Context: an optimization exercise on an open-source flow, tuned for small area and a short achievable clock period. The choices shown serve that exercise and are no tape-out recipe. At most, simulation tests tie the RTL to the original design; equivalence was not proved. Function not checked in runs 1 to 6: the RTL went through the layout flow alone.

==> flow/design.v (outline; a module is shown in full before it is edited, if it fits) <==
// module mul_pipe: 93 lines
// module unpack: 13 lines
// module expcmp: 12 lines
// module pairsum: 15 lines
// module normpack: 40 lines
// module mul_lo: 580 lines
// module mul_hi: 1076 lines
// module add_sk33: 169 lines
// module add_sk48: 263 lines
// module add_sk51: 279 lines
module mul_pipe(clk, reset, X1, X2, X3, X4, Y1, Y2, Y3, Y4, ans);
  // ...
==> flow/flow/run.sh <==
#!/bin/bash
# Standard ORFS layout with one extra step between synthesis and floorplan:
# flow/polopt.py removes the inverters that Yosys' full-adder extraction leaves
# between adder cells (full adders are self-dual), without changing the logic
# function or any register. Everything else is the standard flow.
set -euo pipefail
R=orfs/results/${FLOW_PLATFORM}/mul_pipe/base
bash standard.sh synth > synth.log 2>&1
cp $R/1_2_yosys.v yosys_netlist.v
python3 flow/polopt.py yosys_netlist.v polopt_netlist.v > polopt.log 2>&1
cp polopt_netlist.v $R/1_2_yosys.v
touch $R/1_2_yosys.v
rm -f $R/1_synth.odb
bash standard.sh > layout.log 2>&1
==> flow/standard.sh <==
#!/bin/bash
# synth_recipe.tcl (not shown) runs the flow's synth.tcl, then flattens the netlist and writes it again
# the make line also repeats each setting of config.mk as NAME=value (left out here)
make -C /OpenROAD-flow-scripts/flow DESIGN_CONFIG=/design/flow/config.mk WORK_HOME=/design/flow/orfs CLKGATE_MAP_FILE= SYNTH_SCRIPT=/design/flow/synth_recipe.tcl "${@:-finish}"
==> flow/config.mk <==
export PLATFORM = sky130hd
export DESIGN_NAME = mul_pipe
export DESIGN_NICKNAME = mul_pipe
export VERILOG_FILES = /design/flow/design.v
export SDC_FILE = /design/flow/constraint.sdc
export NUM_CORES = 4
export LEC_CHECK = 0
export CAP_MARGIN = 20
export CORE_MARGIN = 2
export CORE_UTILIZATION = 55
export CTS_BUF_LIST = sky130_fd_sc_hd__clkbuf_8
export PLACE_DENSITY = 0.7
export SETUP_SLACK_MARGIN = 3.4
export SLEW_MARGIN = 20
==> flow/constraint.sdc <==
create_clock -name core_clock -period 11.0 [get_ports {clk}]
set_input_delay 2.2000 -clock core_clock [delete_from_list [all_inputs] [get_ports {clk}]]
set_output_delay 2.2000 -clock core_clock [all_outputs]
set_load 0.01 [all_outputs]
Not shown: flow/flow/polopt.py
==> flow_summary.toml, run 1 <==
[place]
numPortBuffers = 289
place_area_mm2 = 0.114
dp_hpwl_um = 277000

[cells_and_area]
nNetsFinal = 14400
buffer_area_share_pct = 5.48
multi_input_area_share_pct = 76.1
clkCellAreaFrac_pct = 2.58
layout_commonest_cell = "nand2_1"
largestClassByArea = "multi-input gates"
drive_gt1_share_pct = 11.4
seq_cells = 716

[global_route]
grt_util_all_layers_pct = 35.7

[outcome]
status = "finished clean"

[die]
fp.coreArea_mm2 = 0.197
die_w_um = 449
initial_utilization_pct = 55.2
fp.dieArea_mm2 = 0.201

[drt]
wl_met1_um = 139000
wl_met3_um = 44200
drcViolationCount = 0
top_layer_used = "met5"
wl_per_cell_um = 24.8

[min_path]
hold_path_class = "flop to flop"
whs_endpoint = "p2_3[2]"

[timing]
max_freq_mhz = 126
period_needed_ns = 7.92

[clock_tree]
clock_sinks = 716
cts.clk_slew.worst_paths_ns = 0.06
post_cts_buffers = 123

[setup_path]
slowest_delay_ns = 0.61
crit_slowest_cell = "mux4_2"
crit_cells = 20

[yosys]
synth_nets = 14300
post_synth_inst_count = 11700
==> module normpack, before the edit <==
module normpack(sgn, e, mag, ans);
	input sgn;
	input [7:0] e;
	input [49:0] mag;
	output [31:0] ans;
	reg [5:0] lzc;
	integer i;
	always @(*) begin
		lzc = 6'd50;
		for (i = 0; i < 50; i = i + 1)
			if (mag[i]) lzc = 6'd49 - i;
	end
	wire [49:0] norm = mag << lzc;
	wire [48:0] bl = norm[48:0];	 
	wire zero = ~|mag;
	wire flag = |mag[49:24];
	wire [7:0] ebase = flag ? e + 8'd3 : e + 8'd29;
	wire [7:0] ez = e + 8'd30;
	wire [7:0] eo = zero ? ez : ebase - {2'b0, lzc};
	wire f2 = flag & (|bl[48:26]);
	wire [22:0] x23 = bl[48:26];
	wire r23 = bl[25] & (bl[24] | (|bl[23:2]) | bl[26]);
	wire [22:0] a23;
	assign a23[0] = 1'b1;
	genvar k;
	generate for (k = 1; k < 23; k = k + 1) begin : g23
		assign a23[k] = &x23[k-1:0];
	end endgenerate
	wire [22:0] m23 = x23 ^ (a23 & {23{r23}});
	wire [20:0] w = flag ? bl[22:2] : bl[48:28];
	wire [9:0] x10 = w[20:11];
	wire r10 = w[10] & (w[9] | (|w[8:0]) | w[11]);
	wire [9:0] a10;
	assign a10[0] = 1'b1;
	generate for (k = 1; k < 10; k = k + 1) begin : g10
		assign a10[k] = &x10[k-1:0];
	end endgenerate
	wire [9:0] m10 = x10 ^ (a10 & {10{r10}});
	assign ans = f2 ? {sgn, eo, m23} : {16'b0, sgn, eo[4:0], m10};
endmodule
==> run 2: changes to the inputs <==
--- a/flow/design.v
+++ b/flow/design.v
@@ -160,17 +160,25 @@
 		assign a23[k] = &x23[k-1:0];
 	end endgenerate
 	wire [22:0] m23 = x23 ^ (a23 & {23{r23}});
-	wire [20:0] w = flag ? bl[22:2] : bl[48:28];
-	wire [9:0] x10 = w[20:11];
-	wire r10 = w[10] & (w[9] | (|w[8:0]) | w[11]);
-	wire [9:0] a10;
-	assign a10[0] = 1'b1;
-	generate for (k = 1; k < 10; k = k + 1) begin : g10
-		assign a10[k] = &x10[k-1:0];
-	end endgenerate
-	wire [9:0] m10 = x10 ^ (a10 & {10{r10}});
+	wire [9:0] m10a, m10b;
+	round10 ra(bl[48:28], m10a);
+	round10 rb(bl[22:2], m10b);
+	wire [9:0] m10 = flag ? m10b : m10a;
 	assign ans = f2 ? {sgn, eo, m23} : {16'b0, sgn, eo[4:0], m10};
 endmodule
+module round10(w, m);
+	input [20:0] w;
+	output [9:0] m;
+	wire [9:0] x = w[20:11];
+	wire r = w[10] & (w[9] | (|w[8:0]) | w[11]);
+	wire [9:0] a;
+	assign a[0] = 1'b1;
+	genvar k;
+	generate for (k = 1; k < 10; k = k + 1) begin : g
+		assign a[k] = &x[k-1:0];
+	end endgenerate
+	assign m = x ^ (a & {10{r}});
+endmodule
 module mul_lo(a, b, p);
 	input [23:0] a;
 	input [8:0] b;
--- a/flow/config.mk
+++ b/flow/config.mk
@@ -8,7 +8,6 @@
 export CAP_MARGIN = 20
 export CORE_MARGIN = 2
 export CORE_UTILIZATION = 55
-export CTS_BUF_LIST = sky130_fd_sc_hd__clkbuf_8
 export PLACE_DENSITY = 0.7
-export SETUP_SLACK_MARGIN = 3.4
+export SETUP_SLACK_MARGIN = 3.5
 export SLEW_MARGIN = 20
==> run 2 against run 1 <==
  * Worst setup slack improved by 0.13 ns
  * Die area about the same
  * Non-clock buffer count rose by 61
  * Largest cell class unchanged
  * Still clean on timing, DRC and antenna
  * Cell area grew 0.91%
  * Worst hold slack improved by 0.016 ns
==> flow_summary.toml, run 2 <==
[global_route]
grt_util_all_layers_pct = 36.0
grt_pass1_wl_um = 561000
grt_overflow = 0
antenna_found_initial = 29
grt_pass1_vias = 95300
grt_max_degree = 68

[timing]
slew_viol_final = 0
worst_pin_slew_ns = 1.07
grt_setup_unrepaired = "true"
max_freq_mhz = 128
finalClockSkew_ns = 0.0509
period_needed_ns = 7.79
relSlewSlack_pct = 28.1
finalHoldWorstSlack_ns = 0.323
finalHoldViolCount = 0
min_period_over_period_pct = 70.9
setup_violations = 0
fin_setup_tns_ns = 0
setup_ws_ns = 3.21

[setup_path]
cp.required_ns = 8.80
start_kind = "flop"
critPathKind = "flop to primary output"
reg2reg_slack_ns = 3.76
crit_fanout = 7
crit_path_end = "ans[1]"
path_common_cell = "buf_4"
r2r_start = "sh2_12[0]"
worst_setup_path_end_kind = "primary output"
crit_chain = "or4_4, o21ai_4, a31oi_4, buf_6, o21ai_4, a21o_4, clkinvlp_4, buf_6, buf_4, nand3_1, a31oi_4, a22oi_2, nand4_1, nor4_4, buf_4, buf_4, a21oi_2, ha_2, xnor2_2, a21oi_1, mux2i_1, buf_2"
cp.arrival_ns = 5.59
r2r_end = "q3_12[49]"
r2r_cells = 28
slowest_delay_ns = 0.56
crit_slowest_cell = "or4_4"
crit_path_start = "mag4[6]"

[place]
dp_hpwl_um = 280000
place_inst = 14200
preCtsSetupSlack_ns = 1.42
place_area_mm2 = 0.114
numPortBuffers = 289
gp_congestion = 0.985

[clock_tree]
clkLatencyLatePin_ns = 0.77
clock_sinks = 716
numCtsBuffers = 85
tritoncts = "done"
htreeDepth = 3
clockBufferDepth = 3
cts_root_buffer = "clkbuf_16"
cts.clk_slew.worst_paths_ns = 0.06

[run]
drv_cap = 0

[outcome]
status = "finished clean"

[yosys]
avgSynthCellArea_um2 = 9.24
synth_area_mm2 = 0.109
synth_nets = 14300
post_synth_inst_count = 11800
ys_warn_count = 2

[drt]
postRouteAntennaNets = 0
detail_route.first_pass.iterations = 8
drcViolationCount = 0
routed_wl_um = 369000
wl_per_cell_um = 25.2
num_vias = 91100
viasPerCell = 6.24
first_iter_violations = 8839

[die]
die_w_um = 449
fp.coreArea_mm2 = 0.197
die_h_um = 449
fp-row-count = 163
initial_utilization_pct = 55.2
io_pins = 290
fp.dieArea_mm2 = 0.201

[cells_and_area]
instances_no_fill = 14600
layout_commonest_cell = "nand2_1"
stdcell_area_mm2 = 0.122
largestRegisters = "mag4 x50, q3_12 x50, q3_34 x50"
final_cell_mix = "nand2_1 (2366), fa_1 (1857), nor2_1 (810)"
syn2layout_area_growth_pct = 12.4
drive_gt1_share_pct = 12.7
nNetsFinal = 14400
finish.utilization_pct = 62.1

[min_path]
hold_path_class = "flop to flop"
run 2: changes by cell type in the layout (fill, tap and decap cells not counted), moves of 43 or more:
| cell | change |
|---|---|
| buf_4 | +55 |
| clkbuf_16 | +88 |
| clkbuf_8 | -141 |
| dfxtp_1 | -43 |
| inv_1 | -61 |
| mux2i_1 | -48 |
run 2: cell type report:
type	count	area [um2]
Sequential cell	716	14600
Fill cell	16400	74700
Clock buffer	101	2290
Multi-Input combinational cell	10000	92900
Antenna cell	52	130
Inverter	302	1170
Timing Repair inverter	1	7.51
Tap cell	2640	3300
Clock inverter	54	689
Timing Repair Buffer	708	7060
run 2: worst min path at each step:
stage          cells after the start  slack [ns]     from  endpoint
4_1_cts                            0        0.32  l1_2[8]   p2_2[8]
3_3_place_gp                       0        0.31    e2[1]     e3[1]
6_report                           0        0.32  l1_4[4]   p2_4[4]
3_5_place_dp                       0        0.31  l1_1[2]   p2_1[2]
5_1_grt                            0        0.33  l1_2[7]   p2_2[7]
2_1_floorplan                      0        0.31    e2[0]     e3[0]
run 2: critical path, delay by kind of cell, from the launching register on:
kind / cells / cell delay, ns
flip-flops: 1 / 0.35
buffers and inverters: 7 / 1.14
multiplexers: 1 / 0.18
AO/OA/AOI/OAI: 8 / 1.32
AND/OR/NAND/NOR: 4 / 1.50
XOR/XNOR: 1 / 0.17
adder cells (fa/ha/maj): 1 / 0.18
run 2: what timing repair did:
action                     4_1_cts  5_1_grt
pin swaps                      112      150
hold buffers                     0        0
setup endpoints to repair      164      143
setup buffers                  136       91
cloned                          23        8
hold endpoints to repair         0        0
resized for setup              661      498
run 2: metal layers:
metal  part of all wire [%]  vias up  global-route usage [%]
met5                  0.031        -                       0
met3                    9.6     1221                    7.52
met1                     37    45400                    44.7
met2                     46     5207                    57.4
li1                       -    39300                       -
met4                    7.7       18                    22.9
==> run 3: changes to the inputs <==
--- a/flow/config.mk
+++ b/flow/config.mk
@@ -11,3 +11,4 @@
 export PLACE_DENSITY = 0.7
 export SETUP_SLACK_MARGIN = 3.5
 export SLEW_MARGIN = 20
+export TNS_END_PERCENT = 10
==> run 3 against run 2 <==
  * Still clean
  * Register-to-register slack worse by 0.31 ns
  * Worst hold slack worse by 0.0054 ns
  * Global-route usage is 0.37 points lower
  * Worst setup slack improved by 0.074 ns
  * Utilization shrank 0.19 points
  * Critical path type unchanged
  * Critical endpoint is now ans[11]
  * Largest cell class unchanged
==> flow_summary.toml, run 3 <==
[yosys]
post_synth_inst_count = 11800
synth_area_mm2 = 0.109
avgSynthCellArea_um2 = 9.24
ys_warn_count = 2
synth_nets = 14300

[timing]
period_needed_ns = 7.72
relSlewSlack_pct = 24.1
finalClockSkew_ns = 0.0305
finalHoldViolCount = 0
max_freq_mhz = 130
fin_setup_tns_ns = 0
setup_violations = 0
min_period_over_period_pct = 70.2
finalHoldWorstSlack_ns = 0.318
slew_viol_final = 0
worst_pin_slew_ns = 1.13
grt_setup_unrepaired = "true"

[drt]
postRouteAntennaNets = 0
drcViolationCount = 0
wl_per_cell_um = 25.0
first_iter_violations = 9067
detail_route.first_pass.iterations = 9
num_vias = 91200
routed_wl_um = 365000
viasPerCell = 6.24

[clock_tree]
numCtsBuffers = 89
cts_root_buffer = "clkbuf_16"
clockBufferDepth = 3
cts.clk_slew.worst_paths_ns = 0.06
tritoncts = "done"
hold_buffers = 0
htreeDepth = 3
clkLatencyLatePin_ns = 0.73
clock_sinks = 716

[global_route]
antenna_found_initial = 32
grt_max_degree = 93
grt_overflow = 0
grt_util_all_layers_pct = 35.7
grt_pass1_wl_um = 557000
grt_pass1_vias = 94800

[cells_and_area]
stdcell_area_mm2 = 0.122
final_cell_mix = "nand2_1 (2374), fa_1 (1885), nor2_1 (823)"
nNetsFinal = 14400
layout_commonest_cell = "nand2_1"
largestRegisters = "mag4 x50, q3_12 x50, q3_34 x50"
syn2layout_area_growth_pct = 12.0
drive_gt1_share_pct = 11.7

[setup_path]
worst_setup_path_end_kind = "primary output"
cp.arrival_ns = 5.52
cp.required_ns = 8.80
start_kind = "flop"
crit_fanout = 18
critPathKind = "flop to primary output"

[place]
place_area_mm2 = 0.114
dp_hpwl_um = 277000
gp_congestion = 1.01
numPortBuffers = 289

[die]
io_pins = 290
fp.dieArea_mm2 = 0.201
die_w_um = 449
fp-row-count = 163
fp.coreArea_mm2 = 0.197
die_h_um = 449
initial_utilization_pct = 55.2

[min_path]
hold_path_class = "flop to flop"

[run]
drv_cap = 0

[outcome]
status = "finished clean"
## run 3: path summary, 6_finish.rpt
| check | cells after the start | endpoint | slack (ns) | startpoint |
|---|---|---|---|---|
| worst max-delay path | 19 | ans[11] | 3.28 | mag4[48] |
| worst min-delay path | 0 | s2_3 | 0.32 | s1_3 |
| worst max register to register | 29 | q3_12[49] | 3.45 | sh2_12[0] |
| worst min register to register | 0 | s2_3 | 0.32 | s1_3 |
| max in group asynchronous | 2 | e4[4] | 8.98 | reset |
| min in group asynchronous | 2 | sgn4 | 1.73 | reset |
## run 3: layer usage
layer | global-route usage, % | routed length (um) | vias to the layer above
met1 | 45.6 | 136000 | 45500
li1 | - | - | 39300
met2 | 56.5 | 167000 | 5262
met5 | 0 | 103 | -
met3 | 6.69 | 36200 | 1182
met4 | 21.5 | 26000 | 16
## run 3: metrics by stage
step / cells / utilization, % / setup slack (ns)
after floorplan: 11800 / - / 3.22
after global placement: 14200 / 57.7 / 1.34
after detailed placement: 14200 / 57.7 / 1.21
after CTS: 14500 / 60.9 / 3.37
after global routing: 14600 / 61.9 / 3.15
final: 14600 / 61.9 / 3.28
## run 3: what timing repair did
item,in CTS,in global routing
resized for setup,494,342
endpoints found under the setup margin,179,155
cloned,20,8
setup buffers,130,105
pin swaps,74,92
## run 3: final cells by class
cell class	count	area [um2]
inverter	302	1180
timing repair inverter	2	15.0
timing repair buffer	715	7060
antenna	48	120
clock buffer	110	2440
sequential	716	14500
fill	16500	75100
tap	2640	3300
clock inverter	53	684
multi-input combinational	10000	92400
## run 3: worst max-delay path: stages, from the launching register on
cell	delay, ns
dfxtp_1	0.46
inv_1	0.16
a211oi_2	0.28
o21ai_2	0.14
o21a_2	0.28
a21oi_4	0.18
o21ai_4	0.11
buf_12	0.18
o211ai_1	0.61
a32o_1	0.45
o221a_1	0.30
buf_4	0.15
nor4b_4	0.21
buf_4	0.15
buf_4	0.13
nand4b_4	0.12
nor4_4	0.37
a21bo_2	0.19
a41o_1	0.18
clkbuf_2	0.14
==> run 4: changes to the inputs <==
--- a/flow/config.mk
+++ b/flow/config.mk
@@ -9,6 +9,6 @@
 export CORE_MARGIN = 2
 export CORE_UTILIZATION = 55
 export PLACE_DENSITY = 0.7
-export SETUP_SLACK_MARGIN = 3.5
+export SETUP_SLACK_MARGIN = 3.8
 export SLEW_MARGIN = 20
 export TNS_END_PERCENT = 10
==> run 4 against run 3 <==
  * Synthesized cell count unchanged
  * Final cell count increased by 0.34%
  * Die area stayed put
  * Via count grew 0.48%
  * First-iteration DRC count rose by 1.5%
  * Worst setup slack lost 0.0079 ns
  * Area after synthesis stayed put
  * Utilization increased by 0.58 points
  * Highest routed layer unchanged
==> flow_summary.toml, run 4 <==
[place]
numPortBuffers = 289
gp_congestion = 1.01
dp_hpwl_um = 277000

[clock_tree]
clockBufferDepth = 3
clkLatencyLatePin_ns = 0.74
hold_buffers = 0
tritoncts = "done"
clock_sinks = 716
numCtsBuffers = 89
cts.clk_slew.worst_paths_ns = 0.06
cts_root_buffer = "clkbuf_16"
htreeDepth = 3

[cells_and_area]
layout_commonest_cell = "nand2_1"
syn2layout_area_growth_pct = 13.1
multi_input_area_mm2 = 0.0929
largestRegisters = "mag4 x50, q3_12 x50, q3_34 x50"
nNetsFinal = 14500
drive_gt1_share_pct = 12.9
final_cell_mix = "nand2_1 (2373), fa_1 (1869), nor2_1 (819)"
regArea_mm2 = 0.0145
fillers = 16400

[global_route]
grt_pass1_wl_um = 559000
grt_pass1_vias = 95300
antenna_found_initial = 32
grt_overflow = 0
grt_max_degree = 93
grt_util_all_layers_pct = 35.8

[yosys]
synth_area_mm2 = 0.109
post_synth_inst_count = 11800
ys_warn_count = 2
avgSynthCellArea_um2 = 9.24
synth_nets = 14300

[setup_path]
slowest_delay_ns = 0.48
r2r_cells = 22
crit_cells = 20
critPathKind = "flop to primary output"
start_kind = "flop"
cp.arrival_ns = 5.53
crit_fanout = 9
crit_family = "compound AO/OA/AOI/OAI gates"
cp.required_ns = 8.80
crit_chain = "or4_4, o21ai_2, a31oi_2, buf_6, o21ai_4, a21o_4, clkinvlp_4, buf_6, mux4_2, a21oi_2, o21a_1, o2111a_2, nand2_1, nor4_2, nand4_1, buf_6, buf_8, a21oi_1, a41o_1, clkdlybuf4s15_1"
path_common_cell = "buf_6"
cp_num_buf_inv = 6
crit_slowest_cell = "or4_4"
worst_setup_path_end_kind = "primary output"

[timing]
grt_setup_unrepaired = "true"
setup_violations = 0
fin_setup_tns_ns = 0
worst_pin_slew_ns = 1.12
max_freq_mhz = 129
min_period_over_period_pct = 70.3
finalHoldViolCount = 0
slew_viol_final = 0
period_needed_ns = 7.73
finalHoldWorstSlack_ns = 0.308
relSlewSlack_pct = 24.7
finalClockSkew_ns = 0.0361

[min_path]
hold_path_depth = 0
hold_path_class = "flop to flop"

[die]
fp.coreArea_mm2 = 0.197
initial_utilization_pct = 55.2
die_h_um = 449
die_w_um = 449
fp-row-count = 163
fp.dieArea_mm2 = 0.201
io_pins = 290

[drt]
drcViolationCount = 0
viasPerCell = 6.25
first_iter_violations = 9200
postRouteAntennaNets = 0
routed_wl_um = 368000
detail_route.first_pass.iterations = 10
num_vias = 91700
wl_per_cell_um = 25.1

[outcome]
status = "finished clean"

[run]
drv_cap = 0
[run 4: final timing paths]
check	from	to	slack, ns
max in group asynchronous	reset	e4[4]	8.98
worst min-delay path	l1_2[2]	p2_2[2]	0.31
worst max-delay path	mag4[9]	ans[11]	3.27
worst min register to register	l1_2[2]	p2_2[2]	0.31
worst max register to register	a1_1[15]	p2_1[46]	3.63
min in group asynchronous	reset	sgn4	1.72
[run 4: metal layers]
layer / global-route usage [%] / wire (um)
met3: 6.75 / 37400
met2: 56.8 / 168000
met4: 21.5 / 26900
met5: 0 / 109
met1: 45.6 / 136000
[run 4: layout make-up]
class                           count  share of cell area (%)
Antenna cell                       48                  0.0977
Clock buffer                      110                    1.98
Clock inverter                     53                   0.557
Inverter                          302                   0.965
Multi-Input combinational cell  10000                    75.6
Sequential cell                   716                    11.8
Tap cell                         2640                    2.69
Timing Repair Buffer              764                    6.28
Timing Repair inverter              3                  0.0183
[run 4: per-stage QoR]
step,worst slack (ns),util (%),area (um2),std cells
after global routing,3.11,62.4,123000,14700
after CTS,3.44,61.2,120000,14500
after global placement,1.34,57.7,114000,14200
final,3.27,62.4,123000,14700
after floorplan,3.22,-,109000,11800
after detailed placement,1.21,57.7,114000,14200
[run 4: worst register-to-register path, stage by stage (launching register included)]
cell and delay, ns:
dfxtp_1 0.97, nand2_1 0.17, fa_1 0.50, fa_1 0.46
fa_1 0.54, fa_1 0.47, fa_1 0.52, fa_1 0.52
xor2_1 0.23, a21o_1 0.21, a21o_1 0.18, a21o_1 0.18
a21oi_1 0.17, nand2_1 0.07, a41o_1 0.25, nand3_1 0.12
a31oi_1 0.21, a41o_1 0.34, o41ai_2 0.41, o21ai_0 0.22
o21a_1 0.24, nor2_1 0.14, xnor2_1 0.17
[run 4: repair_timing]
| action | in CTS | in global routing |
|---|---|---|
| gates resized for setup | 624 | 425 |
| setup buffers | 168 | 104 |
| endpoints found under the setup margin | 211 | 191 |
| pin swaps | 106 | 107 |
| cloned | 23 | 18 |
==> run 5: changes to the inputs <==
--- a/flow/config.mk
+++ b/flow/config.mk
@@ -8,7 +8,7 @@
 export CAP_MARGIN = 20
 export CORE_MARGIN = 2
 export CORE_UTILIZATION = 55
+export CTS_BUF_LIST = sky130_fd_sc_hd__clkbuf_8
 export PLACE_DENSITY = 0.7
-export SETUP_SLACK_MARGIN = 3.8
+export SETUP_SLACK_MARGIN = 3.4
 export SLEW_MARGIN = 20
-export TNS_END_PERCENT = 10
==> run 5 against run 4 <==
  * Flip-flop and latch count stayed put
  * Synthesized cell count stayed put
  * Die area is the same
  * Sequential share of layout area increased by 0.16 points
  * Highest routed layer unchanged
  * Routed wire length grew 0.18%
  * Global-route usage is 0.30 points higher
  * Cell area fell by 1.4%
  * Utilization down 0.85 points
  * Non-clock buffer count fell by 78
==> flow_summary.toml, run 5 <==
[outcome]
status = "finished clean"

[timing]
worst_pin_slew_ns = 1.06
fin_setup_tns_ns = 0
slew_viol_final = 0
period_needed_ns = 8.02
min_period_over_period_pct = 72.9
relSlewSlack_pct = 29.1
finalHoldViolCount = 0
grt_setup_unrepaired = "true"
max_freq_mhz = 125
setup_violations = 0
finalClockSkew_ns = 0.0630

[setup_path]
cp.required_ns = 8.80
worst_setup_path_end_kind = "primary output"
crit_slowest_cell = "dfxtp_2"
cp.arrival_ns = 5.82
critPathKind = "flop to primary output"
start_kind = "flop"
slowest_delay_ns = 0.46
crit_chain = "nor2_1, o31ai_1, nand2_1, a21oi_1, o41ai_4, buf_6, nand2_8, buf_12, mux2_2, o221ai_1, a31oi_1, a311oi_4, nand2_1, nor4_2, nand4_1, buf_6, nand2_8, mux2i_4, buf_2"
crit_fanout = 51

[global_route]
grt_util_all_layers_pct = 36.1
grt_max_degree = 122
grt_pass1_vias = 95400
grt_overflow = 0
grt_pass1_wl_um = 560000
antenna_found_initial = 21

[cells_and_area]
final_cell_mix = "nand2_1 (2370), fa_1 (1891), nor2_1 (818)"
drive_gt1_share_pct = 12.0
syn2layout_area_growth_pct = 11.5
layout_commonest_cell = "nand2_1"
largestRegisters = "mag4 x50, q3_12 x50, q3_34 x50"
finish.utilization_pct = 61.6
nNetsFinal = 14400
stdcell_area_mm2 = 0.121

[die]
die_w_um = 449
die_h_um = 449
fp.coreArea_mm2 = 0.197
io_pins = 290
fp.dieArea_mm2 = 0.201
initial_utilization_pct = 55.2
fp-row-count = 163

[yosys]
synth_nets = 14300
post_synth_inst_count = 11800
avgSynthCellArea_um2 = 9.24
ys_warn_count = 2
synth_area_mm2 = 0.109

[clock_tree]
clock_sinks = 716
htreeDepth = 4
numCtsBuffers = 137
clockBufferDepth = 3
clkLatencyLatePin_ns = 0.93
cts_root_buffer = "clkbuf_8"
cts.clk_slew.worst_paths_ns = 0.07
tritoncts = "done"
hold_buffers = 0

[drt]
detail_route.first_pass.iterations = 9
postRouteAntennaNets = 0
num_vias = 91400
routed_wl_um = 369000
viasPerCell = 6.23
first_iter_violations = 8944
wl_per_cell_um = 25.2
drcViolationCount = 0

[place]
dp_hpwl_um = 280000
place_area_mm2 = 0.114
gp_congestion = 1.01
numPortBuffers = 289

[run]
drv_cap = 0

[min_path]
hold_path_class = "flop to flop"
-- run 5: path summary, 6_finish.rpt --
kind / startpoint / endpoint / slack [ns] / cells past startpoint
max: mag4[14] / ans[8] / 2.98 / 19
min: e2[4] / e3[4] / 0.29 / 0
max reg2reg: b1_3[1] / p2_3[47] / 3.58 / 24
min reg2reg: e2[4] / e3[4] / 0.29 / 0
max in group asynchronous: reset / e4[4] / 9.14 / 2
min in group asynchronous: reset / e4[6] / 1.59 / 2
-- run 5: through the flow --
step	hold slack (ns)	std cells	setup WS (ns)
2_1_floorplan	0.310	11800	3.22
3_3_place_gp	0.312	14200	1.41
3_5_place_dp	0.312	14200	1.35
4_1_cts	0.307	14500	3.20
5_1_grt	0.315	14700	2.86
6_report	0.291	14700	2.98
-- run 5: cell type report --
cell class	instances	area, um2
fill	16600	75600
tap	2640	3300
multi-input combinational	10000	92500
clock buffer	158	2170
clock inverter	77	689
timing repair inverter	3	21.3
antenna	50	125
inverter	302	1180
timing repair buffer	686	6720
sequential	716	14500
-- run 5: worst max-delay path: cells and delay by family (launching register included) --
family | cells | cell delay, ns
and+or+nand+nor | 7 | 1.10
AOI/OAI and AO/OA | 6 | 1.76
muxes | 2 | 0.70
DFF | 1 | 0.46
buffers and inverters | 4 | 0.85
-- run 5: metal layers --
layer / part of all wire, % / vias up / global-route usage (%) / routed length [um]
met5: 0.021 / - / 0 / 76
met4: 7.7 / 12 / 23.5 / 28500
met3: 9.3 / 1312 / 6.89 / 34500
met2: 46 / 5201 / 57.0 / 168000
met1: 37 / 45600 / 45.5 / 138000
li1: - / 39300 / - / -
-- run 5: timing repair --
action                     CTS  global route
setup endpoints to repair  136           140
cloned                      21             8
buffers inserted           119            82
pin swaps                   80            99
resized for setup          542           330
==> run 6: changes to the inputs <==
==> flow/config.mk (replaced) <==
export PLATFORM = sky130hd
export DESIGN_NAME = mul_pipe
export DESIGN_NICKNAME = mul_pipe
export VERILOG_FILES = /design/flow/design.v
export SDC_FILE = /design/flow/constraint.sdc
export NUM_CORES = 4
export LEC_CHECK = 0
export CAP_MARGIN = 20
export CORE_MARGIN = 2
export CORE_UTILIZATION = 65
export PLACE_DENSITY = 0.8
export SETUP_SLACK_MARGIN = 3.5
export SLEW_MARGIN = 20
export TNS_END_PERCENT = 10
==> run 6 against run 5 <==
  * Clock skew fell by 0.019 ns
  * Routed wire length fell by 0.55%
  * First-iteration DRC count rose by 14%
  * Critical endpoint is now l1_3[31]
==> flow_summary.toml, run 6 <==
[outcome]
status = "finished clean"

[clock_tree]
cts_root_buffer = "clkbuf_16"
clock_sinks = 716
clkLatencyLatePin_ns = 0.76
cts.clk_slew.worst_paths_ns = 0.07
numCtsBuffers = 81
hold_buffers = 0
tritoncts = "done"
htreeDepth = 3
clockBufferDepth = 3

[timing]
fin_setup_tns_ns = 0
finalHoldViolCount = 0
min_period_over_period_pct = 70.6
max_freq_mhz = 129
period_needed_ns = 7.77
setup_violations = 0
worst_pin_slew_ns = 1.15
relSlewSlack_pct = 23.0
slew_viol_final = 0
grt_setup_unrepaired = "true"
finalClockSkew_ns = 0.0442

[cells_and_area]
finish.utilization_pct = 72.2
fillers = 12400
syn2layout_area_growth_pct = 10.7
layout_commonest_cell = "nand2_1"
largestRegisters = "mag4 x50, q3_12 x50, q3_34 x50"
drive_gt1_share_pct = 11.0
multi_input_area_mm2 = 0.0923
regArea_mm2 = 0.0145
final_cell_mix = "nand2_1 (2375), fa_1 (1877), nor2_1 (823)"
nNetsFinal = 14300

[die]
io_pins = 290
initial_utilization_pct = 65.2
die_w_um = 413
fp.coreArea_mm2 = 0.167
die_h_um = 413
fp.dieArea_mm2 = 0.171
fp-row-count = 150

[setup_path]
start_kind = "input pin"
path_common_cell = "fa_1"
crit_path_start = "X3[9]"
worst_setup_path_end_kind = "flop"
r2r_start = "a1_4[10]"
cp.required_ns = 11.58
crit_slowest_cell = "fa_1"
crit_chain = "clkdlybuf4s15_1, nand2_1, fa_1, fa_1, fa_2, fa_1, fa_1, xor2_1, o21a_1, o21a_1, o211ai_1, a31oi_2, o41a_1, a41o_1, o21a_4, o41ai_4, o21ai_2, o41ai_4, o21ai_1, or2_1, xor2_1"
critPathKind = "input pin to flop"
slowest_delay_ns = 0.58
cp.arrival_ns = 8.35
crit_fanout = 10

[global_route]
grt_pass1_vias = 96500
grt_util_all_layers_pct = 42.9
antenna_found_initial = 32
grt_pass1_wl_um = 558000
grt_max_degree = 74
grt_overflow = 0

[drt]
num_vias = 92900
drcViolationCount = 0
viasPerCell = 6.58
wl_per_cell_um = 26.0
routed_wl_um = 367000
detail_route.first_pass.iterations = 10
first_iter_violations = 10200
postRouteAntennaNets = 0

[yosys]
synth_area_mm2 = 0.109
ys_warn_count = 2
avgSynthCellArea_um2 = 9.24
post_synth_inst_count = 11800
synth_nets = 14300

[place]
gp_congestion = 1.04
numPortBuffers = 289
dp_hpwl_um = 279000

[run]
drv_cap = 0

[min_path]
hold_start = "l1_2[8]"
hold_path_class = "flop to flop"
run 6: final cells by class:
| class | count | share of cell area, % |
|---|---|---|
| multi-input combinational | 10000 | 76.7 |
| sequential | 716 | 12.1 |
| timing repair buffer | 655 | 5.40 |
| tap | 2204 | 2.29 |
| clock buffer | 93 | 1.81 |
| inverter | 302 | 0.975 |
| clock inverter | 57 | 0.702 |
| antenna | 30 | 0.0624 |
| timing repair inverter | 3 | 0.0166 |
run 6: worst paths after layout:
path	slack [ns]	depth (start not counted)	end
max	3.23	21	l1_3[31]
max in group asynchronous	9.04	2	e4[0]
max reg2reg	3.39	22	p2_4[46]
min	0.31	0	p2_2[8]
min reg2reg	0.31	0	p2_2[8]
min in group asynchronous	1.73	2	e4[7]
run 6: worst max-delay path, delay by kind of cell:
kind                     cells  cell delay [ns]
AND/OR/NAND/NOR              2             0.42
XOR/XNOR                     2             0.34
buffers and inverters        1             0.55
AO/OA/AOI/OAI               11             2.43
adder cells (fa/ha/maj)      5             2.39
run 6: timing repair:
item | 4_1_cts | 5_1_grt
endpoints found under the setup margin | 165 | 162
gates resized for setup | 428 | 337
pin swaps | 71 | 91
cloned | 19 | 11
buffers inserted | 108 | 74
run 6: routing by layer:
layer	track usage, %	vias to the layer above	share of wire, %
met1	53.0	45600	35
met3	11.3	1603	12
li1	-	39200	-
met5	0	-	0.028
met2	66.7	6463	45
met4	27.7	14	8.3
run 6: metrics by stage:
| stage | cells | hold slack (ns) | cell area, um2 | worst slack (ns) |
|---|---|---|---|---|
| floorplan | 11800 | 0.310 | 109000 | 3.22 |
| global placement | 13700 | 0.311 | 113000 | 1.50 |
| detailed placement | 13700 | 0.312 | 113000 | 1.38 |
| CTS | 14000 | 0.321 | 119000 | 3.22 |
| global route | 14100 | 0.323 | 120000 | 3.05 |
| finish | 14100 | 0.313 | 120000 | 3.23 |
==> module mul_pipe, before the edit <==
module mul_pipe(clk, reset, X1, X2, X3, X4, Y1, Y2, Y3, Y4, ans);
	input clk, reset;
	input [31:0] X1, Y1, X2, Y2, X3, Y3, X4, Y4;
	output [31:0] ans;
	wire f32 = |X1[31:16];
	wire        s0_1, s0_2, s0_3, s0_4;
	wire [7:0]  e0_1, e0_2, e0_3, e0_4;
	wire [23:0] a0_1, a0_2, a0_3, a0_4, b0_1, b0_2, b0_3, b0_4;
	unpack u1(f32, X1, Y1, s0_1, e0_1, a0_1, b0_1);
	unpack u2(f32, X2, Y2, s0_2, e0_2, a0_2, b0_2);
	unpack u3(f32, X3, Y3, s0_3, e0_3, a0_3, b0_3);
	unpack u4(f32, X4, Y4, s0_4, e0_4, a0_4, b0_4);
	wire [32:0] l0_1;
	mul_lo ml1(a0_1, b0_1[8:0], l0_1);
	wire [32:0] l0_2;
	mul_lo ml2(a0_2, b0_2[8:0], l0_2);
	wire [32:0] l0_3;
	mul_lo ml3(a0_3, b0_3[8:0], l0_3);
	wire [32:0] l0_4;
	mul_lo ml4(a0_4, b0_4[8:0], l0_4);
	reg        s1_1, s1_2, s1_3, s1_4;
	reg [7:0]  e1_1, e1_2, e1_3, e1_4;
	reg [23:0] a1_1, a1_2, a1_3, a1_4;
	reg [14:0] b1_1, b1_2, b1_3, b1_4;
	reg [32:0] l1_1, l1_2, l1_3, l1_4;
	always @(posedge clk) begin
		s1_1 <= s0_1; s1_2 <= s0_2; s1_3 <= s0_3; s1_4 <= s0_4;
		e1_1 <= e0_1; e1_2 <= e0_2; e1_3 <= e0_3; e1_4 <= e0_4;
		a1_1 <= a0_1; a1_2 <= a0_2; a1_3 <= a0_3; a1_4 <= a0_4;
		b1_1 <= b0_1[23:9]; b1_2 <= b0_2[23:9]; b1_3 <= b0_3[23:9]; b1_4 <= b0_4[23:9];
		l1_1 <= l0_1; l1_2 <= l0_2; l1_3 <= l0_3; l1_4 <= l0_4;
	end
	wire [47:0] p1;
	mul_hi mh1(a1_1, b1_1, l1_1, p1);
	wire [47:0] p2;
	mul_hi mh2(a1_2, b1_2, l1_2, p2);
	wire [47:0] p3;
	mul_hi mh3(a1_3, b1_3, l1_3, p3);
	wire [47:0] p4;
	mul_hi mh4(a1_4, b1_4, l1_4, p4);
	wire       gt12, gt34, gtp;
	wire [5:0] sh12, sh34, shp;
	wire [7:0] m12, m34, mp;
	expcmp c12(e1_1, e1_2, gt12, sh12, m12);
	expcmp c34(e1_3, e1_4, gt34, sh34, m34);
	expcmp cp(m12, m34, gtp, shp, mp);
	reg [47:0] p2_1, p2_2, p2_3, p2_4;
	reg        s2_1, s2_2, s2_3, s2_4;
	reg        gt2_12, gt2_34, gt2_p;
	reg [5:0]  sh2_12, sh2_34, sh2_p;
	reg [7:0]  e2;
	always @(posedge clk) begin
		p2_1 <= p1; p2_2 <= p2; p2_3 <= p3; p2_4 <= p4;
		s2_1 <= s1_1; s2_2 <= s1_2; s2_3 <= s1_3; s2_4 <= s1_4;
		gt2_12 <= gt12; gt2_34 <= gt34; gt2_p <= gtp;
		sh2_12 <= sh12; sh2_34 <= sh34; sh2_p <= shp;
		e2 <= mp;
	end
	wire [49:0] q12, q34;
	pairsum ps12(gt2_12, sh2_12, s2_1, s2_2, p2_1, p2_2, q12);
	pairsum ps34(gt2_34, sh2_34, s2_3, s2_4, p2_3, p2_4, q34);
	reg [49:0] q3_12, q3_34;
	reg        gt3;
	reg [5:0]  sh3;
	reg [7:0]  e3;
	always @(posedge clk) begin
		q3_12 <= q12; q3_34 <= q34;
		gt3 <= gt2_p; sh3 <= sh2_p; e3 <= e2;
	end
	wire signed [49:0] big   = gt3 ? q3_12 : q3_34;
	wire signed [49:0] sml = gt3 ? q3_34 : q3_12;
	wire signed [49:0] sml_sh = sml >>> sh3;
	wire [50:0] x = {big[49], big};
	wire [50:0] y = {sml_sh[49], sml_sh};
	wire [50:0] tot, totm1;
	add_sk51 at(x, y, tot);
	add_sk51 am(~(x ^ y), {x[49:0] | y[49:0], 1'b0}, totm1);
	wire        sgn = tot[50];
	wire [49:0] mag = sgn ? ~totm1[49:0] : tot[49:0];
	reg        sgn4;
	reg [7:0]  e4;
	reg [49:0] mag4;
	always @(posedge clk or posedge reset) begin
		if (reset) begin
			sgn4 <= 1'b0; e4 <= 8'd0;
		end else begin
			sgn4 <= sgn; e4 <= e3;
		end
	end
	always @(posedge clk)
		mag4 <= mag;
	normpack np(sgn4, e4, mag4, ans);
endmodule
==> run 7: changes to the inputs <==
--- a/flow/design.v
+++ b/flow/design.v
@@ -77,9 +77,14 @@
 	add_sk51 am(~(x ^ y), {x[49:0] | y[49:0], 1'b0}, totm1);
 	wire        sgn = tot[50];
 	wire [49:0] mag = sgn ? ~totm1[49:0] : tot[49:0];
+	wire [12:0] nz;
+	wire [25:0] lz;
+	nibsum ns(mag, nz, lz);
 	reg        sgn4;
 	reg [7:0]  e4;
 	reg [49:0] mag4;
+	reg [12:0] nz4;
+	reg [25:0] lz4;
 	always @(posedge clk or posedge reset) begin
 		if (reset) begin
 			sgn4 <= 1'b0; e4 <= 8'd0;
@@ -87,9 +92,10 @@
 			sgn4 <= sgn; e4 <= e3;
 		end
 	end
-	always @(posedge clk)
-		mag4 <= mag;
-	normpack np(sgn4, e4, mag4, ans);
+	always @(posedge clk) begin
+		mag4 <= mag; nz4 <= nz; lz4 <= lz;
+	end
+	normpack np(sgn4, e4, mag4, nz4, lz4, ans);
 endmodule
 module unpack(f32, X, Y, s, e, a, b);
 	input f32;
@@ -131,25 +137,28 @@
 	wire [49:0] y = {2'b0, sml_sh} ^ {50{ssmall}};
 	assign q = x + y + {48'd0, sbig & ssmall, sbig ^ ssmall};
 endmodule
-module normpack(sgn, e, mag, ans);
+module normpack(sgn, e, mag, nz, lz, ans);
 	input sgn;
 	input [7:0] e;
 	input [49:0] mag;
+	input [12:0] nz;	 
+	input [25:0] lz;	 
 	output [31:0] ans;
-	reg [5:0] lzc;
+	reg [5:0] lzc52;
 	integer i;
 	always @(*) begin
-		lzc = 6'd50;
-		for (i = 0; i < 50; i = i + 1)
-			if (mag[i]) lzc = 6'd49 - i;
+		lzc52 = 6'd0;
+		for (i = 0; i < 13; i = i + 1)
+			if (nz[i]) lzc52 = {4'd12 - i[3:0], lz[2*i +: 2]};
 	end
-	wire [49:0] norm = mag << lzc;
+	wire [51:0] n52 = {2'b0, mag} << lzc52;
+	wire [49:0] norm = n52[51:2];
 	wire [48:0] bl = norm[48:0];	 
-	wire zero = ~|mag;
+	wire zero = ~|nz;
 	wire flag = |mag[49:24];
-	wire [7:0] ebase = flag ? e + 8'd3 : e + 8'd29;
+	wire [7:0] ebase = flag ? e + 8'd5 : e + 8'd31;
 	wire [7:0] ez = e + 8'd30;
-	wire [7:0] eo = zero ? ez : ebase - {2'b0, lzc};
+	wire [7:0] eo = zero ? ez : ebase - {2'b0, lzc52};
 	wire f2 = flag & (|bl[48:26]);
 	wire [22:0] x23 = bl[48:26];
 	wire r23 = bl[25] & (bl[24] | (|bl[23:2]) | bl[26]);
@@ -166,6 +175,19 @@
 	wire [9:0] m10 = flag ? m10b : m10a;
 	assign ans = f2 ? {sgn, eo, m23} : {16'b0, sgn, eo[4:0], m10};
 endmodule
+module nibsum(mag, nz, lz);
+	input [49:0] mag;
+	output [12:0] nz;
+	output [25:0] lz;
+	wire [51:0] m = {2'b0, mag};
+	genvar k;
+	generate for (k = 0; k < 13; k = k + 1) begin : g
+		wire [3:0] q = m[4*k+3:4*k];
+		assign nz[k] = |q;
+		assign lz[2*k+1] = ~(q[3] | q[2]);
+		assign lz[2*k] = ~q[3] & (q[2] | ~q[1]);
+	end endgenerate
+endmodule
 module round10(w, m);
 	input [20:0] w;
 	output [9:0] m;
--- a/flow/config.mk
+++ b/flow/config.mk
@@ -7,8 +7,8 @@
 export LEC_CHECK = 0
 export CAP_MARGIN = 20
 export CORE_MARGIN = 2
-export CORE_UTILIZATION = 65
-export PLACE_DENSITY = 0.8
-export SETUP_SLACK_MARGIN = 3.5
+export CORE_UTILIZATION = 55
+export PLACE_DENSITY = 0.7
+export SETUP_SLACK_MARGIN = 3.3
 export SLEW_MARGIN = 20
 export TNS_END_PERCENT = 10
==> run 7 against run 6 <==
  * Sequential share of layout area rose by 0.66 points
  * Flip-flop and latch count rose by 38
  * Via count fell by 3.8%
  * Critical path depth fell by 5
  * Die area rose by 19%
  * Worst setup slack improved by 0.11 ns
  * Utilization fell by 12 points
  * Clock skew fell by 0.0079 ns
  * Critical path type is now flop to primary output
  * Cell area fell by 0.54%
==> flow_summary.toml, run 7 <==
[outcome]
status = "finished clean"

[timing]
worst_pin_slew_ns = 1.19
min_period_over_period_pct = 69.7
setup_ws_ns = 3.34
setup_violations = 0
fin_setup_tns_ns = 0
finalClockSkew_ns = 0.0363
slew_viol_final = 0
grt_setup_unrepaired = "true"
relSlewSlack_pct = 20.8
finalHoldViolCount = 0
max_freq_mhz = 131
period_needed_ns = 7.66

[setup_path]
r2r_start = "b1_2[2]"
crit_path_start = "nz4[4]"
r2r_end = "p2_2[47]"
reg2reg_slack_ns = 3.40
r2r_cells = 21
cp.arrival_ns = 5.46
worst_setup_path_end_kind = "primary output"
crit_path_end = "ans[9]"
crit_fanout = 10
start_kind = "flop"
cp.required_ns = 8.80
critPathKind = "flop to primary output"

[clock_tree]
numCtsBuffers = 86
cts_root_buffer = "clkbuf_16"
cts.clk_slew.worst_paths_ns = 0.06
clock_sinks = 754
clkLatencyLatePin_ns = 0.74
htreeDepth = 3
tritoncts = "done"
clockBufferDepth = 3

[yosys]
post_synth_inst_count = 11800
ys_warn_count = 2
synth_area_mm2 = 0.109
synth_nets = 14400
avgSynthCellArea_um2 = 9.26

[place]
numPortBuffers = 289
dp_hpwl_um = 276000
gp_congestion = 0.995
preCtsSetupSlack_ns = 1.43

[drt]
routed_wl_um = 354000
wl_per_cell_um = 24.5
first_iter_violations = 8531
drcViolationCount = 0
viasPerCell = 6.17
postRouteAntennaNets = 0
num_vias = 89400
detail_route.first_pass.iterations = 6

[cells_and_area]
largestRegisters = "mag4 x50, q3_12 x50, q3_34 x50"
nNetsFinal = 14300
syn2layout_area_growth_pct = 9.40
final_cell_mix = "nand2_1 (2447), fa_1 (1898), nor2_1 (815)"
layout_commonest_cell = "nand2_1"
drive_gt1_share_pct = 8.43
finish.utilization_pct = 60.6
fillers = 16900

[die]
fp-row-count = 163
fp.dieArea_mm2 = 0.203
die_w_um = 450
fp.coreArea_mm2 = 0.197
io_pins = 290
initial_utilization_pct = 55.4
die_h_um = 450

[global_route]
antenna_found_initial = 18
grt_pass1_vias = 92900
grt_pass1_wl_um = 544000
grt_util_all_layers_pct = 34.7
grt_max_degree = 80
grt_overflow = 0

[min_path]
hold_path_class = "flop to flop"
hold_start = "l1_4[4]"

[run]
drv_cap = 0
-- run 7: metal layers --
metal	vias to the layer above	wire length, um	global-route usage, %
li1	38900	-	-
met4	6	17900	15.1
met2	4929	158000	53.9
met3	949	38700	8.02
met5	-	45	0
met1	44600	139000	46.5
-- run 7: cell type report --
type                       instances  area [um2]  area share, %
timing repair inverter             5        31.3         0.0261
sequential                       754       15200           12.7
clock buffer                     109        2480           2.08
clock inverter                    50         632          0.528
antenna                            9        22.5         0.0188
inverter                         331        1280           1.07
tap                             2640        3300           2.76
multi-input combinational      10000       91500           76.4
timing repair buffer             530        5250           4.39
-- run 7: worst max-delay path, stage by stage, from the launching register on --
cell and delay, ns:
dfxtp_2 0.40, a211o_1 0.32, a211o_1 0.25, a311o_1 0.34, nand2_4 0.17, clkinvlp_4 0.19, a2111oi_0 0.46, a221oi_1 0.18
o31ai_1 0.10, buf_4 0.24, nand4b_1 0.20, or3_4 0.47, nor4_4 0.30, xnor2_1 0.22, a311oi_1 0.15, a31oi_1 0.19
clkdlybuf4s50_1 0.56
-- run 7: through the flow --
step           hold slack (ns)  cells  area, um2
3_5_place_dp             0.313  14200     114000
3_3_place_gp             0.310  14200     114000
5_1_grt                  0.325  14500     120000
2_1_floorplan            0.310  11800     109000
6_report                 0.314  14500     120000
4_1_cts                  0.320  14400     119000
-- run 7: worst min path at each step --
stage,endpoint,depth (start not counted)
after CTS,p2_4[4],0
final,p2_4[4],0
after global placement,s2_3,0
after floorplan,e3[0],0
after global routing,p2_4[4],0
after detailed placement,p2_1[1],0
-- run 7: repair_timing --
action,4_1_cts,5_1_grt
hold buffers,0,0
resized for setup,196,200
gates cloned,9,7
pin swaps,20,43
buffers inserted,42,41
endpoints found under the setup margin,173,171
==> run 8: changes to the inputs <==
--- a/flow/config.mk
+++ b/flow/config.mk
@@ -9,6 +9,6 @@
 export CORE_MARGIN = 2
 export CORE_UTILIZATION = 55
 export PLACE_DENSITY = 0.7
-export SETUP_SLACK_MARGIN = 3.3
+export SETUP_SLACK_MARGIN = 3.5
 export SLEW_MARGIN = 20
 export TNS_END_PERCENT = 10
==> run 8 against run 7 <==
  * Still clean
  * Synthesized cell count did not move
  * Final cell count rose by 0.27%
  * Global-route usage rose by 0.055 points
  * Sequential share of layout area barely moved
  * Area after synthesis did not move
  * Non-clock buffer count rose by 32
  * Cell area rose by 0.38%
==> flow_summary.toml, run 8 <==
[die]
io_pins = 290
die_h_um = 450
fp-row-count = 163
fp.coreArea_mm2 = 0.197
die_w_um = 450
fp.dieArea_mm2 = 0.203
initial_utilization_pct = 55.4

[global_route]
antenna_found_initial = 18
grt_overflow = 0
grt_pass1_vias = 93900
grt_util_all_layers_pct = 34.7
grt_max_degree = 148
grt_pass1_wl_um = 546000

[place]
numPortBuffers = 289
gp_congestion = 0.993
preCtsSetupSlack_ns = 1.89
place_inst = 14200
dp_hpwl_um = 275000

[setup_path]
reg2reg_slack_ns = 3.47
crit_path_start = "nz4[5]"
r2r_start = "a1_3[14]"
r2r_end = "p2_3[46]"
cp.required_ns = 8.80
crit_path_end = "ans[15]"
worst_setup_path_end_kind = "primary output"
start_kind = "flop"
cp.arrival_ns = 5.47
r2r_cells = 21
critPathKind = "flop to primary output"
crit_fanout = 15

[timing]
fin_setup_tns_ns = 0
finalClockSkew_ns = 0.0367
relSlewSlack_pct = 25.0
setup_violations = 0
min_period_over_period_pct = 69.7
slew_viol_final = 0
finalHoldViolCount = 0
setup_ws_ns = 3.33
max_freq_mhz = 130
worst_pin_slew_ns = 1.13
period_needed_ns = 7.67
grt_setup_unrepaired = "true"

[drt]
postRouteAntennaNets = 0
num_vias = 89600
routed_wl_um = 354000
viasPerCell = 6.17
drcViolationCount = 0
first_iter_violations = 8396
wl_per_cell_um = 24.4
detail_route.first_pass.iterations = 8

[clock_tree]
tritoncts = "done"
clkLatencyLatePin_ns = 0.75
cts_root_buffer = "clkbuf_16"
htreeDepth = 3
clockBufferDepth = 3
cts.clk_slew.worst_paths_ns = 0.06
numCtsBuffers = 89
clock_sinks = 754

[yosys]
synth_nets = 14400
avgSynthCellArea_um2 = 9.26
ys_warn_count = 2
post_synth_inst_count = 11800
synth_area_mm2 = 0.109

[outcome]
status = "finished clean"

[min_path]
hold_path_class = "flop to flop"

[run]
drv_cap = 0

[cells_and_area]
nNetsFinal = 14300
drive_gt1_share_pct = 8.53
instances_no_fill = 14500
layout_commonest_cell = "nand2_1"
largestRegisters = "mag4 x50, q3_12 x50, q3_34 x50"
final_cell_mix = "nand2_1 (2447), fa_1 (1902), nor2_1 (814)"
fillers = 16900
syn2layout_area_growth_pct = 9.81
[run 8: cell count changes in the layout (fill, tap and decap cells not counted), sizes merged, moves of 3 or more]
cell | before | now
buf | 231 | 272
dlymetal6s2s | 14 | 29
clkdlybuf4s50 | 238 | 225
clkdlybuf4s15 | 8 | 1
diode | 9 | 14
clkbuf | 124 | 128
clkinv | 18 | 15
[run 8: area by class of cell]
class	count	area (um2)	share of cell area [%]
antenna	14	35.0	0.0292
clock buffer	116	2540	2.12
clock inverter	49	602	0.501
inverter	331	1260	1.05
multi-input combinational	10000	91400	76.1
sequential	754	15200	12.7
tap	2640	3300	2.75
timing repair buffer	562	5770	4.80
timing repair inverter	2	11.3	0.00937
[run 8: worst min-delay path by stage]
stage,startpoint,cells after the start,to
after floorplan,e2[0],0,e3[0]
after global placement,l1_1[2],0,p2_1[2]
after detailed placement,sh2_p[0],0,sh3[0]
after CTS,l1_2[8],0,p2_2[8]
after global routing,l1_3[8],0,p2_3[8]
final,gt2_p,0,gt3
[run 8: metrics by stage]
stage | utilization [%] | hold WS, ns | cell area [um2]
2_1_floorplan | - | 0.310 | 109000
3_3_place_gp | 57.9 | 0.312 | 114000
3_5_place_dp | 57.9 | 0.312 | 114000
4_1_cts | 60.4 | 0.319 | 119000
5_1_grt | 60.8 | 0.322 | 120000
6_report | 60.9 | 0.322 | 120000
[run 8: worst max-delay path, stage by stage, from the launching register on]
cell and delay [ns]:
dfxtp_1 0.38, nor2b_2 0.21, nor4_4 0.24, a21oi_4 0.10, buf_12 0.16, inv_8 0.16, mux2i_1 0.47, mux2i_1 0.29
mux2i_1 0.32, o22a_1 0.22, o211ai_1 0.19, nor4_2 0.30, nand4_1 0.15, and4b_4 0.38, buf_4 0.15, a21oi_4 0.07
buf_12 0.15, mux2_4 0.29, clkdlybuf4s50_1 0.49
[run 8: timing repair]
action	4_1_cts	5_1_grt
resized for setup	227	219
pin swaps	33	31
setup buffers	86	22
gates cloned	9	6
endpoints found under the setup margin	178	220
hold buffers	0	0
[run 8: metal layers]
metal / track usage (%) / part of all wire [%]
met2: 54.2 / 45
met3: 7.85 / 10
met1: 46.5 / 39
met4: 15.1 / 4.9
met5: 0 / 0.026
==> run 9: changes to the inputs <==
==> flow/flow/run.sh (replaced) <==
#!/bin/bash
# Standard ORFS layout with two changes:
# - flow/polopt.py runs between synthesis and floorplan. It removes the
#   inverters that Yosys' full-adder extraction leaves between adder cells
#   (full adders are self-dual), without changing the logic function or any
#   register.
# - every input and output port is still buffered, but with buf_2 instead of
#   the delay cell (clkdlybuf4s50_1) that buffer_ports picks by default; the
#   resizer cannot swap a delay cell for a faster buffer later.
# Everything else is the standard flow.
set -euo pipefail
R=orfs/results/${FLOW_PLATFORM}/mul_pipe/base
export BUFFER_PORTS_ARGS="-buffer_cell sky130_fd_sc_hd__buf_2"
bash standard.sh synth > synth.log 2>&1
cp $R/1_2_yosys.v yosys_netlist.v
python3 flow/polopt.py yosys_netlist.v polopt_netlist.v > polopt.log 2>&1
cp polopt_netlist.v $R/1_2_yosys.v
touch $R/1_2_yosys.v
rm -f $R/1_synth.odb
bash standard.sh > layout.log 2>&1
==> run 9 against run 8 <==
  * Largest cell class unchanged
  * Worst setup slack improved by 0.13 ns
  * Still clean
  * Clock skew is 0.022 ns higher
  * Critical path depth is 3 lower
==> flow_summary.toml, run 9 <==
[outcome]
status = "finished clean"

[min_path]
hold_path_depth = 0
hold_path_class = "flop to flop"

[cells_and_area]
final_cell_mix = "nand2_1 (2448), fa_1 (1907), nor2_1 (815)"
syn2layout_area_growth_pct = 7.21
fillers = 17100
instances_no_fill = 14400
drive_gt1_share_pct = 9.94
regArea_mm2 = 0.0152
largestRegisters = "mag4 x50, q3_12 x50, q3_34 x50"
nNetsFinal = 14200
layout_commonest_cell = "nand2_1"
multi_input_area_mm2 = 0.0912

[clock_tree]
clock_sinks = 754
numCtsBuffers = 85
cts.clk_slew.worst_paths_ns = 0.06
tritoncts = "done"
htreeDepth = 3
cts_root_buffer = "clkbuf_16"
clkLatencyLatePin_ns = 0.76
clockBufferDepth = 3
hold_buffers = 0

[global_route]
antenna_found_initial = 15
grt_pass1_wl_um = 539000
grt_overflow = 0
grt_pass1_vias = 92600
grt_util_all_layers_pct = 34.3
grt_max_degree = 90

[drt]
first_iter_violations = 8419
viasPerCell = 6.17
drcViolationCount = 0
num_vias = 88900
postRouteAntennaNets = 0
wl_per_cell_um = 24.2
routed_wl_um = 349000
detail_route.first_pass.iterations = 7

[place]
place_inst = 14200
gp_congestion = 1.00
dp_hpwl_um = 271000
numPortBuffers = 289
preCtsSetupSlack_ns = 2.32

[die]
io_pins = 290
die_h_um = 450
die_w_um = 450
fp-row-count = 163
fp.dieArea_mm2 = 0.203
fp.coreArea_mm2 = 0.197
initial_utilization_pct = 55.4

[yosys]
synth_area_mm2 = 0.109
post_synth_inst_count = 11800
avgSynthCellArea_um2 = 9.26
ys_warn_count = 2
synth_nets = 14400

[timing]
fin_setup_tns_ns = 0
min_period_over_period_pct = 68.5
period_needed_ns = 7.53
finalHoldViolCount = 0
slew_viol_final = 0
worst_pin_slew_ns = 1.10
relSlewSlack_pct = 26.6
grt_setup_unrepaired = "true"
setup_ws_ns = 3.47
setup_violations = 0
max_freq_mhz = 133
finalHoldWorstSlack_ns = 0.321
finalClockSkew_ns = 0.0586

[setup_path]
critPathKind = "flop to primary output"
cp.arrival_ns = 5.33
worst_setup_path_end_kind = "primary output"
cp.required_ns = 8.80
start_kind = "flop"
r2r_cells = 21
crit_fanout = 28

[run]
drv_cap = 0
[run 9: worst paths after layout]
kind | from | endpoint | slack (ns)
worst max-delay path | nz4[4] | ans[22] | 3.47
worst min-delay path | l1_1[3] | p2_1[3] | 0.32
worst max register to register | b1_1[7] | p2_1[45] | 3.57
worst min register to register | l1_1[3] | p2_1[3] | 0.32
max in group asynchronous | reset | e4[7] | 9.32
min in group asynchronous | reset | sgn4 | 1.41
[run 9: repair_timing]
item,4_1_cts,5_1_grt
endpoints found under the setup margin,152,156
cloned,6,5
resized for setup,107,182
buffers inserted,23,28
pin swaps,7,17
[run 9: cell type report]
type / instances / area share [%]
Timing Repair inverter: 4 / 0.0245
Sequential cell: 754 / 13.0
Inverter: 331 / 1.08
Timing Repair Buffer: 459 / 2.81
Antenna cell: 10 / 0.0213
Multi-Input combinational cell: 10100 / 77.8
Clock buffer: 101 / 1.93
Clock inverter: 57 / 0.555
Tap cell: 2640 / 2.82
[run 9: critical path, cell delays in order, from the launching register on]
cell and delay, ns:
dfxtp_2 0.38, a211o_1 0.29, a211o_1 0.26, a311o_1 0.47
nand2_4 0.19, buf_12 0.22, mux2_2 0.41, a22o_1 0.27
a211oi_2 0.36, a211o_1 0.23, o21ai_1 0.20, nor4_4 0.35
nand4b_1 0.20, or4_1 0.50, a21oi_1 0.14, buf_2 0.14
[run 9: metal layers]
layer  vias up  part of all wire (%)  GRT usage, %
met5         -                 0.029             0
met3       859                    11          8.57
met4        14                   4.7          13.7
met2      4785                    45          53.6
li1      38700                     -             -
met1     44500                    39          45.7
[run 9: through the flow]
| step | area, um2 | utilization (%) |
|---|---|---|
| 2_1_floorplan | 109000 | - |
| 3_3_place_gp | 113000 | 57.0 |
| 3_5_place_dp | 113000 | 57.0 |
| 4_1_cts | 116000 | 58.9 |
| 5_1_grt | 117000 | 59.4 |
| 6_report | 117000 | 59.4 |

static timing again, ports no longer ideal:
No port has a modelled driver above. Below, the same layouts with a new extraction and two added sets of constraints.
Step 1 (the two cells are an assumption about what drives the block):
set clk [get_ports {clk}]
set_driving_cell -lib_cell sky130_fd_sc_hd__clkbuf_16 $clk
set_driving_cell -lib_cell sky130_fd_sc_hd__buf_2 [delete_from_list [all_inputs] $clk]
Step 2, shift: input delay + t, output delay - t, t = (earliest + latest rising clock arrival at the registers) / 2. This alone moves slack from input paths to output paths.
a / b / c = no drivers / after step 1 / after step 2; a / b = the first two.
run	t, ns	setup slack, ns	pins driven straight from the clock port
run 1	0.986	3.079 / 2.989 / 2.550	1
run 2	0.816	3.206 / 3.124 / 2.816	1
run 3	0.798	3.280 / 3.196 / 2.667	1
run 4	0.807	3.272 / 3.185 / 2.725	1
run 5	0.979	2.981 / 2.898 / 2.572	1
run 6	0.806	3.231 / 3.175 / 2.479	1
run 7	0.801	3.337 / 3.256 / 2.656	1
run 8	0.812	3.333 / 3.247 / 2.673	1
run 9	0.814	3.467 / 3.382 / 2.921	1
After both steps setup and hold are still met in every run listed. For run 6, which loses most, drivers alone change the setup slack by -0.056 ns; drivers and shift together by -0.752 ns.
